This design comes from an exercise in tuning for small area, a short achievable clock period and few clock cycles on the open sky130 flow, not from production work. The RTL was checked by simulation tests, not by an equivalence proof against the original design. Power figures rest on the tool's default switching activity, not on a simulated workload.

==> inputs of v13 <==
// mips
module mips(
    input clk,
    input reset,
    input [31:0] i_inst_rdata,
    input [31:0] m_data_rdata,
    output [31:0] i_inst_addr,
    output [31:0] m_data_addr,
    output [31:0] m_data_wdata,
    output [3 :0] m_data_byteen,
    output [31:0] m_inst_addr,
    output w_grf_we,
    output [4:0] w_grf_addr,
    output [31:0] w_grf_wdata,
    output [31:0] w_inst_addr
    );
reg [31:2] pcF;
reg [31:0] ir;
reg [31:2] pcX;
reg        vX;
reg [31:0] mRes;
reg [31:0] mAddr;     
reg [31:0] mSd;
reg [3:0]  mBe;
reg [31:2] pcM;
reg [4:0]  mDst;
reg        mWr;
reg        mLd;
reg        mLb;       
reg        mLh;       
reg        mLs;       
reg [31:0] wData;
reg [4:0]  wDst;
reg        wWe;
reg [31:2] pcW;
reg [31:0] rfData;
reg [4:0]  rfDst;
reg        rfWe;
assign i_inst_addr   = {pcF, 2'b00};
assign m_data_addr   = mAddr;
assign m_data_wdata  = mSd;
assign m_data_byteen = mBe;
assign m_inst_addr   = {pcM, 2'b00};
assign w_grf_we      = wWe;
assign w_grf_addr    = wDst;
assign w_grf_wdata   = wData;
assign w_inst_addr   = {pcW, 2'b00};
wire [5:0] op = ir[31:26];
wire [5:0] fn = ir[5:0];
wire [4:0] rs = ir[25:21];
wire [4:0] rt = ir[20:16];
wire [4:0] rd = ir[15:11];
wire [15:0] imm = ir[15:0];
wire rtype  = op == 6'b000000;
wire r_alu  = rtype & (fn[5:3] == 3'b100);                   
wire r_slt  = rtype & (fn[5:1] == 5'b10101);                 
wire r_sh   = rtype & (fn[5:3] == 3'b000);                   
wire r_jr   = rtype & (fn[5:1] == 5'b00100);                 
wire r_jalr = r_jr & fn[0];
wire r_mf   = rtype & (fn[5:3] == 3'b010) & ~fn[0];          
wire r_mt   = rtype & (fn[5:3] == 3'b010) & fn[0];           
wire r_md   = rtype & (fn[5:2] == 4'b0110);                  
wire i_alu  = op[5:3] == 3'b001;                             
wire i_j    = op[5:1] == 5'b00001;                           
wire i_jal  = i_j & op[0];
wire i_br2  = op[5:1] == 5'b00010;                           
wire i_br1  = (op[5:1] == 5'b00011) | (op == 6'b000001);     
wire i_ld   = (op[5:3] == 3'b100);
wire i_st   = (op[5:3] == 3'b101);
wire use_rs = ~i_j;
wire use_rt = rtype | i_br2 | i_st;
wire wr_rd  = r_alu | r_slt | r_sh | r_jalr | r_mf;
  ...
clock: 110.0 ns
lec_check: 0
cap_margin: 20
core_margin: 2
core_utilization: 40
slew_margin: 20
synth_hierarchical: 1
standard.sh (not shown) runs the stock make flow with config.mk's settings and CLKGATE_MAP_FILE= SYNTH_SCRIPT=/design/flow/synth_recipe.tcl, a recipe that flattens the netlist after the stock synthesis.
==> flow/flow/run.sh <==
#!/bin/bash
# The standard layout (the standard.sh: ORFS with the standard flow's synthesis script and
# steps) with these changes:
#  - Yosys's abc maps the logic for area (flow/abc_area.script: strash, dch, amap,
#    then downsizing) in place of ORFS's delay-driven abc_speed.script. The
#    registers come from dfflibmap before abc and are the standard ones.
#  - the port buffers that global placement inserts are buf_2 cells instead of
#    the default delay-buffer cell.
#  - clock tree synthesis uses clkbuf_8 buffers and no dummy loads (a balanced
#    tree as before, of smaller buffers).
# ORFS's scripts are copied here with only abc_speed.script replaced. make's full
# output goes to standard.log here; ORFS keeps each step's log under orfs/logs.
set -euo pipefail
here=$(pwd)
rm -rf "$here/scripts"
cp -r "$FLOW_HOME/scripts" "$here/scripts"
cp "$here/flow/abc_area.script" "$here/scripts/abc_speed.script"
export SCRIPTS_DIR="$here/scripts"
export BUFFER_PORTS_ARGS="-buffer_cell sky130_fd_sc_hd__buf_2"
export CTS_ARGS="-sink_clustering_enable -repair_clock_nets -buf_list sky130_fd_sc_hd__clkbuf_8 -dont_use_dummy_load"
bash standard.sh > standard.log 2>&1
==> flow/flow/abc_area.script <==
strash
dch
amap
topo
stime -c
dnsize -c
==> v26 (differences from v13) <==
--- a/flow/design.v
+++ b/flow/design.v
@@ -150,83 +150,64 @@
 reg [1:0]  st;
 reg [5:0]  cnt;
 reg [31:0] hi, lo;
 reg [32:0] m;         
 reg        hx;        
 reg        bq;        
 reg        sg;        
 reg        hn, ln;    
-reg        hv, lv;    
 assign busy = st != IDLE;
 function [5:0] nbits(input [31:0] x);
-  reg [15:0] y1;
-  reg [7:0]  y2;
-  reg [3:0]  y3;
-  reg [1:0]  y4;
-  reg b4, b3, b2, b1;
+  integer k;
   begin
-    b4 = |x[31:16];  y1 = b4 ? x[31:16] : x[15:0];
-    b3 = |y1[15:8];  y2 = b3 ? y1[15:8] : y1[7:0];
-    b2 = |y2[7:4];   y3 = b2 ? y2[7:4]  : y2[3:0];
-    b1 = |y3[3:2];   y4 = b1 ? y3[3:2]  : y3[1:0];
-    nbits = (x == 32'b0) ? 6'd0 : {1'b0, b4, b3, b2, b1, y4[1]} + 6'd1;
+    nbits = 6'd0;
+    for (k = 0; k < 32; k = k + 1)
+      if (x[k]) nbits = k + 1;
   end
 endfunction
 function [31:0] negc(input [31:0] x, input n);
   integer k;
-  reg [8:0] blk;      
   reg seen;
   begin
-    blk[0] = 1'b0;
-    for (k = 0; k < 8; k = k + 1)
-      blk[k+1] = blk[k] | (|x[4*k +: 4]);
+    seen = 1'b0;
     for (k = 0; k < 32; k = k + 1) begin
-      if (k % 4 == 0) seen = blk[k/4];
       negc[k] = x[k] ^ (n & seen);
       seen = seen | x[k];
     end
   end
 endfunction
-assign hl = rdlo ? (negc(lo, ln) & {32{lv}}) : (negc(hi, hn) & {32{hv}});
+assign hl = rdlo ? negc(lo, ln) : negc(hi, hn);
 wire        lastm = cnt[1:0] == 2'd1;
+wire [35:0] acc [0:4];
+wire [7:0]  mlow;
 wire [8:0]  bx9 = {lo[7:0], bq};
-wire [35:0] mm = {{3{m[32]}}, m};
-wire [35:0] pp [0:3];
-wire [3:0]  ng;
+assign acc[0] = {hx, hx, hx, hx, hi};
 genvar j;
 generate
   for (j = 0; j < 4; j = j + 1) begin : row_
     wire x0 = bx9[2*j];
     wire x1 = bx9[2*j+1];
     wire x2 = bx9[2*j+2];
     wire one = x1 ^ x0;
     wire two = (x2 & ~x1 & ~x0) | (~x2 & x1 & x0);
-    wire [35:0] p;
-    bsel bs[35:0] (.one(one), .two(two), .neg(x2), .m1(mm), .m2({mm[34:0], 1'b0}), .p(p));
-    assign pp[j] = p;
-    assign ng[j] = x2;
+    wire [35:0] mm = {{3{m[32]}}, m};
+    wire [35:0] pp;
+    bsel bs[35:0] (.one(one), .two(two), .neg(x2), .m1(mm), .m2({mm[34:0], 1'b0}), .p(pp));
+    wire [35:0] sm;
+    wire        co;
+    radd #(36) r(.a(acc[j]), .b(pp), .ci(x2), .s(sm), .co(co));
+    assign mlow[2*j+1:2*j] = sm[1:0];
+    assign acc[j+1] = {sm[35], sm[35], sm[35:2]};
   end
 endgenerate
 wire        fix = ~sg & lastm & lo[7];
-wire [32:0] fm = {33{fix}} & m;
-wire [41:0] t0 = {{9{hx}}, hx, hi};
-wire [41:0] t1 = {{6{pp[0][35]}}, pp[0]};
-wire [41:0] t2 = {{4{pp[1][35]}}, pp[1], 1'b0, ng[0]};
-wire [41:0] t3 = {{2{pp[2][35]}}, pp[2], 4'b0};
-wire [41:0] t4 = {pp[3], 1'b0, ng[2], 1'b0, ng[1], 2'b0};
-wire [41:0] t5 = {fm[32], fm, 1'b0, ng[3], 6'b0};
-wire [41:0] s1, c1, s2, c2, s3, c3, s4, c4;
-csa #(42) ca(.a(t0), .b(t1), .c(t2), .s(s1), .co(c1));
-csa #(42) cb(.a(t3), .b(t4), .c(t5), .s(s2), .co(c2));
-csa #(42) cc(.a(s1), .b({c1[40:0], 1'b0}), .c(s2), .s(s3), .co(c3));
-csa #(42) cd(.a(s3), .b({c3[40:0], 1'b0}), .c({c2[40:0], 1'b0}), .s(s4), .co(c4));
-wire [41:0] mt;
-wire        mtc;
-cadd #(42, 21) mfin(.a(s4), .b({c4[40:0], 1'b0}), .ci(1'b0), .s(mt), .co(mtc));
+wire [32:0] mf;
+wire        mfc;
+radd #(33) rfix(.a(acc[4][32:0]), .b({33{fix}} & m), .ci(1'b0), .s(mf), .co(mfc));
 wire dv = start & isdiv;
 wire sa = ~uns & dv & a[31];
 wire sb = ~uns & b[31];
 assign aa = negc(a, sa);
 wire [31:0] bx = b ^ {32{sb}};
 wire [6:0]  nqm = {1'b0, nbits(aa)} - {1'b0, nbits(bx)} + 7'd1;    
 wire        qzero = nqm[6] | (nqm == 7'd0);
 wire        dsteps = dv & ~qzero;
@@ -246,70 +227,54 @@
 wire        ge2;
 cadd #(33, 16) dsub2(.a(rs2), .b(dn), .ci(~m[32]), .s(df2), .co(ge2));
 wire [31:0] rn = ge2 ? df2[31:0] : rs2[31:0];
 wire [31:0] qn = {lo[29:0], ge1, ge2};
 wire        lastd = cnt == 6'd1;
 always @(posedge clk) begin
   if (reset) begin
     st <= IDLE;
-    hv <= 1'b0;
-    lv <= 1'b0;
+    hi <= 32'b0;
+    lo <= 32'b0;
+    hn <= 1'b0;
+    ln <= 1'b0;
   end else begin
     case (st)
       IDLE: begin
-        if (start | wr_hi) hv <= 1'b1;
-        if (start | wr_lo) lv <= 1'b1;
-        if (start) st <= ~isdiv ? MUL : dsteps ? DSTEP : IDLE;
+        if (start | wr_hi) begin hi <= rr & lowmask; hn <= sa; end
+        if (start | wr_lo) begin lo <= rr & ~lowmask; ln <= dv & (sa ^ sb); end
+        if (start) begin
+          m   <= {sb, b};
+          sg  <= ~uns;
+          hx  <= 1'b0;
+          bq  <= 1'b0;
+          cnt <= isdiv ? {1'b0, n2[5:1]} : 6'd4;
+          st  <= ~isdiv ? MUL : dsteps ? DSTEP : IDLE;
+        end
+      end
+      MUL: begin
+        {hx, hi} <= mf;
+        lo <= {mlow, lo[31:8]};
+        bq <= lo[7];
+        cnt <= cnt - 6'd1;
+        if (lastm) st <= IDLE;
+      end
+      default: begin
+        hi  <= rn;
+        lo  <= qn;
+        cnt <= cnt - 6'd1;
+        if (lastd) st <= IDLE;
       end
-      MUL:     if (lastm) st <= IDLE;
-      default: if (lastd) st <= IDLE;
     endcase
   end
 end
-always @(posedge clk) begin
-  case (st)
-    IDLE: begin
-      if (start | wr_hi) begin hi <= rr & lowmask; hn <= sa; end
-      if (start | wr_lo) begin lo <= rr & ~lowmask; ln <= dv & (sa ^ sb); end
-      if (start) begin
-        m   <= {sb, b};
-        sg  <= ~uns;
-        hx  <= 1'b0;
-        bq  <= 1'b0;
-        cnt <= isdiv ? {1'b0, n2[5:1]} : 6'd4;
-      end
-    end
-    MUL: begin
-      {hx, hi} <= mt[40:8];
-      lo  <= {mt[7:0], lo[31:8]};
-      bq  <= lo[7];
-      cnt <= cnt - 6'd1;
-    end
-    default: begin
-      hi  <= rn;
-      lo  <= qn;
-      cnt <= cnt - 6'd1;
-    end
-  endcase
-end
 endmodule
 module bsel(input one, input two, input neg, input m1, input m2, output p);
 assign p = ((one & m1) | (two & m2)) ^ neg;
 endmodule
-module csa #(parameter W = 42) (
-    input  [W-1:0] a,
-    input  [W-1:0] b,
-    input  [W-1:0] c,
-    output [W-1:0] s,
-    output [W-1:0] co
-    );
-assign s  = a ^ b ^ c;
-assign co = (a & b) | (c & (a ^ b));
-endmodule
 `timescale 1ns / 1ps
 module mips(
     input clk,
     input reset,
     input [31:0] i_inst_rdata,
     input [31:0] m_data_rdata,
     output [31:0] i_inst_addr,
     output [31:0] m_data_addr,
@@ -486,63 +451,55 @@
 end
 always @(posedge clk) begin
   if (!stall) begin
     ir  <= i_inst_rdata;
     pcX <= pcF;
   end
 end
 always @(posedge clk) begin
-  mWr <= go & writes;
-  mLd <= go & i_ld;
-  mBe <= (go & i_st) ? be : 4'b0;
+  if (reset) begin
+    mWr <= 1'b0;
+    mLd <= 1'b0;
+    mBe <= 4'b0;
+  end else begin
+    mWr <= go & writes;
+    mLd <= go & i_ld;
+    mBe <= (go & i_st) ? be : 4'b0;
+  end
 end
 always @(posedge clk) begin
-  mAddr <= sum;
+  if (go & (i_ld | i_st)) mAddr <= sum;
 end
 always @(posedge clk) begin
   mRes <= result;
   mSd  <= sdata;
   pcM  <= pcX;
   mDst <= dst;
   mLb  <= ~op[0] & ~op[1];
   mLh  <= op[0] & ~op[1];
   mLs  <= ~op[2];
 end
-wire [1:0]  la = mRes[1:0];
-wire [31:0] dr = m_data_rdata;
-wire ld_w  = mLd & ~mLb & ~mLh;
-wire ld_h0 = mLd & mLh & ~la[1];
-wire ld_h1 = mLd & mLh &  la[1];
-wire [3:0] ld_b = {4{mLd & mLb}} & (4'b0001 << la);
-wire b0_0 = ld_w | ld_h0 | ld_b[0];
-wire b0_1 = ld_b[1];
-wire b0_2 = ld_h1 | ld_b[2];
-wire b0_3 = ld_b[3];
-wire b1_1 = ld_w | ld_h0;
-wire b1_3 = ld_h1;
-wire sx_b = mLs & mLb;
-wire sx_h = mLs & mLh;
-wire sgn = (sx_b & ld_b[0] & dr[7]) | (sx_h & ld_h0 & dr[15]) | (sx_b & ld_b[1] & dr[15]) |
-           (sx_b & ld_b[2] & dr[23]) | (sx_h & ld_h1 & dr[31]) | (sx_b & ld_b[3] & dr[31]);
-wire nold = ~mLd;
-wire [31:0] wd;
-assign wd[7:0]   = ({8{b0_0}} & dr[7:0]) | ({8{b0_1}} & dr[15:8]) | ({8{b0_2}} & dr[23:16]) |
-                   ({8{b0_3}} & dr[31:24]) | ({8{nold}} & mRes[7:0]);
-assign wd[15:8]  = ({8{b1_1}} & dr[15:8]) | ({8{b1_3}} & dr[31:24]) | {8{sgn & mLb}} |
-                   ({8{nold}} & mRes[15:8]);
-assign wd[31:16] = ({16{ld_w}} & dr[31:16]) | {16{sgn}} | ({16{nold}} & mRes[31:16]);
+wire [1:0] la = mRes[1:0];
+wire [15:0] half = la[1] ? m_data_rdata[31:16] : m_data_rdata[15:0];
+wire [7:0]  bytev = la[0] ? half[15:8] : half[7:0];
+wire [31:0] ldv = mLb ? {{24{mLs & bytev[7]}}, bytev} :
+                  mLh ? {{16{mLs & half[15]}}, half} :
+                  m_data_rdata;
+wire [31:0] wd = mLd ? ldv : mRes;
 always @(posedge clk) begin
   if (reset) wWe <= 1'b0;
   else       wWe <= mWr;
 end
 always @(posedge clk) begin
-  wData <= wd & {32{mWr}};
-  wDst  <= mDst & {5{mWr}};
-  pcW   <= pcM;
+  if (mWr) begin
+    wData <= wd;
+    wDst  <= mDst;
+    pcW   <= pcM;
+  end
 end
 always @(posedge clk) begin
   rfWe   <= mWr;
   rfData <= wd;
   rfDst  <= mDst;
 end
 GRF grf(
   .clk(clk),
==> flow/flow/run.sh (replaced) <==
#!/bin/bash
# The standard layout (the standard.sh: ORFS with the standard flow's synthesis script and
# steps) with two changes:
#  - Yosys's abc maps the logic for area (flow/abc_area.script: strash, dch, amap,
#    then downsizing) in place of ORFS's delay-driven abc_speed.script. The
#    registers come from dfflibmap before abc and are the standard ones.
#  - the port buffers that global placement inserts are buf_2 cells instead of
#    the default delay-buffer cell.
# ORFS's scripts are copied here with only abc_speed.script replaced. make's full
# output goes to standard.log here; ORFS keeps each step's log under orfs/logs.
set -euo pipefail
here=$(pwd)
rm -rf "$here/scripts"
cp -r "$FLOW_HOME/scripts" "$here/scripts"
cp "$here/flow/abc_area.script" "$here/scripts/abc_speed.script"
export SCRIPTS_DIR="$here/scripts"
export BUFFER_PORTS_ARGS="-buffer_cell sky130_fd_sc_hd__buf_2"
bash standard.sh > standard.log 2>&1
- CORE_UTILIZATION: 40 -> 50
- SYNTH_HIERARCHICAL: 1 -> unset
==> v29 (differences from v13) <==
--- a/flow/design.v
+++ b/flow/design.v
@@ -139,16 +139,17 @@
   input wr_lo,
   input [31:0] a,
   input [31:0] b,
   output [31:0] aa,         
   output [4:0]  rot,        
   input  [31:0] rr,         
   input  rdlo,              
   output [31:0] hl,         
+  output rdok,              
   output busy
 );
 localparam IDLE = 2'd0, MUL = 2'd1, DSTEP = 2'd3;
 reg [1:0]  st;
 reg [5:0]  cnt;
 reg [31:0] hi, lo;
 reg [32:0] m;         
 reg        hx;        
@@ -181,20 +182,21 @@
       blk[k+1] = blk[k] | (|x[4*k +: 4]);
     for (k = 0; k < 32; k = k + 1) begin
       if (k % 4 == 0) seen = blk[k/4];
       negc[k] = x[k] ^ (n & seen);
       seen = seen | x[k];
     end
   end
 endfunction
-assign hl = rdlo ? (negc(lo, ln) & {32{lv}}) : (negc(hi, hn) & {32{hv}});
-wire        lastm = cnt[1:0] == 2'd1;
-wire [8:0]  bx9 = {lo[7:0], bq};
-wire [35:0] mm = {{3{m[32]}}, m};
+wire        mst = start & ~isdiv;
+wire [32:0] mop = mst ? {~uns & b[31], b} : m;
+wire        lastm = ~mst & (cnt[1:0] == 2'd1);
+wire [8:0]  bx9 = mst ? {a[7:0], 1'b0} : {lo[7:0], bq};
+wire [35:0] mm = {{3{mop[32]}}, mop};
 wire [35:0] pp [0:3];
 wire [3:0]  ng;
 genvar j;
 generate
   for (j = 0; j < 4; j = j + 1) begin : row_
     wire x0 = bx9[2*j];
     wire x1 = bx9[2*j+1];
     wire x2 = bx9[2*j+2];
@@ -203,30 +205,36 @@
     wire [35:0] p;
     bsel bs[35:0] (.one(one), .two(two), .neg(x2), .m1(mm), .m2({mm[34:0], 1'b0}), .p(p));
     assign pp[j] = p;
     assign ng[j] = x2;
   end
 endgenerate
 wire        fix = ~sg & lastm & lo[7];
 wire [32:0] fm = {33{fix}} & m;
-wire [41:0] t0 = {{9{hx}}, hx, hi};
+wire [32:0] acc0 = {33{~mst}} & {hx, hi};
+wire [41:0] t0 = {{9{acc0[32]}}, acc0};
 wire [41:0] t1 = {{6{pp[0][35]}}, pp[0]};
 wire [41:0] t2 = {{4{pp[1][35]}}, pp[1], 1'b0, ng[0]};
 wire [41:0] t3 = {{2{pp[2][35]}}, pp[2], 4'b0};
 wire [41:0] t4 = {pp[3], 1'b0, ng[2], 1'b0, ng[1], 2'b0};
 wire [41:0] t5 = {fm[32], fm, 1'b0, ng[3], 6'b0};
 wire [41:0] s1, c1, s2, c2, s3, c3, s4, c4;
 csa #(42) ca(.a(t0), .b(t1), .c(t2), .s(s1), .co(c1));
 csa #(42) cb(.a(t3), .b(t4), .c(t5), .s(s2), .co(c2));
 csa #(42) cc(.a(s1), .b({c1[40:0], 1'b0}), .c(s2), .s(s3), .co(c3));
 csa #(42) cd(.a(s3), .b({c3[40:0], 1'b0}), .c({c2[40:0], 1'b0}), .s(s4), .co(c4));
 wire [41:0] mt;
 wire        mtc;
 cadd #(42, 21) mfin(.a(s4), .b({c4[40:0], 1'b0}), .ci(1'b0), .s(mt), .co(mtc));
+wire        fin = (st == MUL) & (cnt[1:0] == 2'd1);
+wire [31:0] hi_e = fin ? mt[39:8] : hi;
+wire [31:0] lo_e = fin ? {mt[7:0], lo[31:8]} : lo;
+assign rdok = (st == IDLE) | fin;
+assign hl = rdlo ? (negc(lo_e, ln) & {32{lv}}) : (negc(hi_e, hn) & {32{hv}});
 wire dv = start & isdiv;
 wire sa = ~uns & dv & a[31];
 wire sb = ~uns & b[31];
 assign aa = negc(a, sa);
 wire [31:0] bx = b ^ {32{sb}};
 wire [6:0]  nqm = {1'b0, nbits(aa)} - {1'b0, nbits(bx)} + 7'd1;    
 wire        qzero = nqm[6] | (nqm == 7'd0);
 wire        dsteps = dv & ~qzero;
@@ -263,24 +271,30 @@
       MUL:     if (lastm) st <= IDLE;
       default: if (lastd) st <= IDLE;
     endcase
   end
 end
 always @(posedge clk) begin
   case (st)
     IDLE: begin
-      if (start | wr_hi) begin hi <= rr & lowmask; hn <= sa; end
-      if (start | wr_lo) begin lo <= rr & ~lowmask; ln <= dv & (sa ^ sb); end
+      if (mst) begin
+        {hx, hi} <= mt[40:8];
+        lo  <= {mt[7:0], a[31:8]};
+        bq  <= a[7];
+      end else begin
+        if (start | wr_hi) hi <= rr & lowmask;
+        if (start | wr_lo) lo <= rr & ~lowmask;
+      end
+      if (start | wr_hi) hn <= sa;
+      if (start | wr_lo) ln <= dv & (sa ^ sb);
       if (start) begin
         m   <= {sb, b};
         sg  <= ~uns;
-        hx  <= 1'b0;
-        bq  <= 1'b0;
-        cnt <= isdiv ? {1'b0, n2[5:1]} : 6'd4;
+        cnt <= isdiv ? {1'b0, n2[5:1]} : 6'd3;
       end
     end
     MUL: begin
       {hx, hi} <= mt[40:8];
       lo  <= {mt[7:0], lo[31:8]};
       bq  <= lo[7];
       cnt <= cnt - 6'd1;
     end
@@ -382,19 +396,19 @@
 wire writes = (wr_rd | wr_rt | i_jal) & (dst != 5'd0);
 wire [31:0] rf1, rf2;
 wire fm1 = mWr & (mDst == rs);
 wire fm2 = mWr & (mDst == rt);
 wire fw1 = rfWe & (rfDst == rs);
 wire fw2 = rfWe & (rfDst == rt);
 wire [31:0] rsv = fm1 ? mRes : fw1 ? rfData : rf1;
 wire [31:0] rtv = fm2 ? mRes : fw2 ? rfData : rf2;
-wire md_busy;
+wire md_busy, md_rdok;
 wire stall = vX & ((mLd & ((use_rs & fm1) | (use_rt & fm2)))
-                 | ((r_md | r_mf | r_mt) & md_busy));
+                 | ((r_md | r_mt) & md_busy) | (r_mf & ~md_rdok));
 wire go = vX & ~stall;
 wire zext = op[5:2] == 4'b0011 & ~(op[1] & op[0]);           
 wire [31:0] immx = {{16{imm[15] & ~zext}}, imm};
 wire lui = i_alu & (op[2:0] == 3'b111);
 wire [31:0] bop = rtype ? rtv : lui ? {imm, 16'b0} : immx;
 wire sub = (r_alu & fn[1]) | r_slt | (i_alu & (op[2:1] == 2'b01));
 wire [1:0] lop = rtype ? fn[1:0] : op[1:0];
 wire sel_as  = r_alu & ~fn[2] | i_alu & (op[2:1] == 2'b00) | i_ld | i_st;
@@ -468,16 +482,17 @@
   .wr_lo(go & r_mt & fn[1]),
   .a(rsv),
   .b(rtv),
   .aa(d_aa),
   .rot(d_rot),
   .rr(shres),
   .rdlo(fn[1]),
   .hl(hl),
+  .rdok(md_rdok),
   .busy(md_busy)
 );
 always @(posedge clk) begin
   if (reset) begin
     pcF <= 30'h00000c00;
     vX  <= 1'b0;
   end else if (!stall) begin
     pcF <= npc;
==> qor summary <==
| quantity | v29 | v26 | v13 |
|---|---|---|---|
| Setup crit end kind | output pin | register | output pin |
| Layer with the highest usage after global routing | met2 | met1 | met2 |
| Crit. Startpoint | wData[25]$_DFF_P_ | hlu.m[32]$_DFFE_PP_ | wData[6]$_DFF_P_ |
| Via count of the first global-routing pass | 70,200 | 72,800 | 67,300 |
| Largest fanout on the critical path | 1 | 52 | 2 |
| Met2 GRT Util | 0.535 | 0.615 | 0.520 |
| Met2 Wirelength | 164,000 µm | 155,000 µm | 160,000 µm |
| Share of final-layout standard cells stronger than drive strength 1 | 0.131 | 0.113 | 0.130 |
| Status | complete, no violations | complete, no violations | complete, no violations |
| Worst EP required | 88,000 ps | 110,700 ps | 88,000 ps |
| Count of multi-input gates | 5,040 | 5,172 | 4,824 |
| Critical-path top delay cell | sky130_fd_sc_hd__dfxtp_1 | sky130_fd_sc_hd__clkinv_1 | sky130_fd_sc_hd__dfxtp_1 |
| Static Leakage | 32.4 nW | 33.8 nW | 31.8 nW |
| Net switching power of the design | 0.000359 W | 0.000339 W | 0.000333 W |
| Cell area after placement | 89,700 µm² | 89,700 µm² | 88,400 µm² |
| Power Sequential | 0.000624 W | 0.000621 W | 0.000621 W |
| Final clock skew | 126 ps | 70.4 ps | 147 ps |
| FP Rows | 165 | 148 | 164 |
| Final standard cell area without fillers | 93,700 µm² | 95,000 µm² | 91,900 µm² |
| Clock slew at the register clock pins of the worst setup and hold paths | 60 ps | 60 ps | 50 ps |
| Worst EP arrival | 1910 ps | 29,120 ps | 1810 ps |
| Overall die area | 207,000 µm² | 168,000 µm² | 204,000 µm² |
| Clock tree buffer count of the final layout | 279 | 203 | 241 |
| Power density over the cells | 13.4 nW/µm² | 13.6 nW/µm² | 13.0 nW/µm² |
| Buffer depth of the longest clock path | 4 | 3 | 3 |
| Clk root buf | sky130_fd_sc_hd__clkbuf_8 | sky130_fd_sc_hd__clkbuf_16 | sky130_fd_sc_hd__clkbuf_8 |
| CP bufs+invs | 1 | 17 | 1 |
Testbench counts of v13, summed over its fixed seeds: cycles 57,956.
Testbench counts of v26, summed over its fixed seeds: cycles 57,956.
Testbench counts of v29, summed over its fixed seeds: cycles 56,122.

## separate check: timing with driven ports
How much do the figures lean on ideal ports? The routed layouts below were timed once more, with nothing changed but the port constraints.
Step 1 assumes that a clkbuf_16 drives the clock port and a buf_2 every other input.
Step 2, shift: input delay + t, output delay - t, t = (earliest + latest rising clock arrival at the registers) / 2. This alone moves slack from input paths to output paths.
a / b / c = ideal / step 1 / step 2; a / b = the first two.
| run | t (ns) | setup WS [ns] | worst register clock-pin slew, ns | pins driven straight from the clock port |
|---|---|---|---|---|
| v13 | 1.050 | 86.194 / 86.109 / 85.262 | 0.07 / 0.07 | 1 |
| v26 | 0.921 | 81.584 / 81.584 / 81.584 | 0.07 / 0.07 | 1 |
| v29 | 1.103 | 86.086 / 86.009 / 85.429 | 0.07 / 0.07 | 1 |
After both steps every run listed still meets setup and hold. For v13, which loses most, drivers alone change the setup slack by -0.085 ns; drivers and shift together by -0.932 ns.
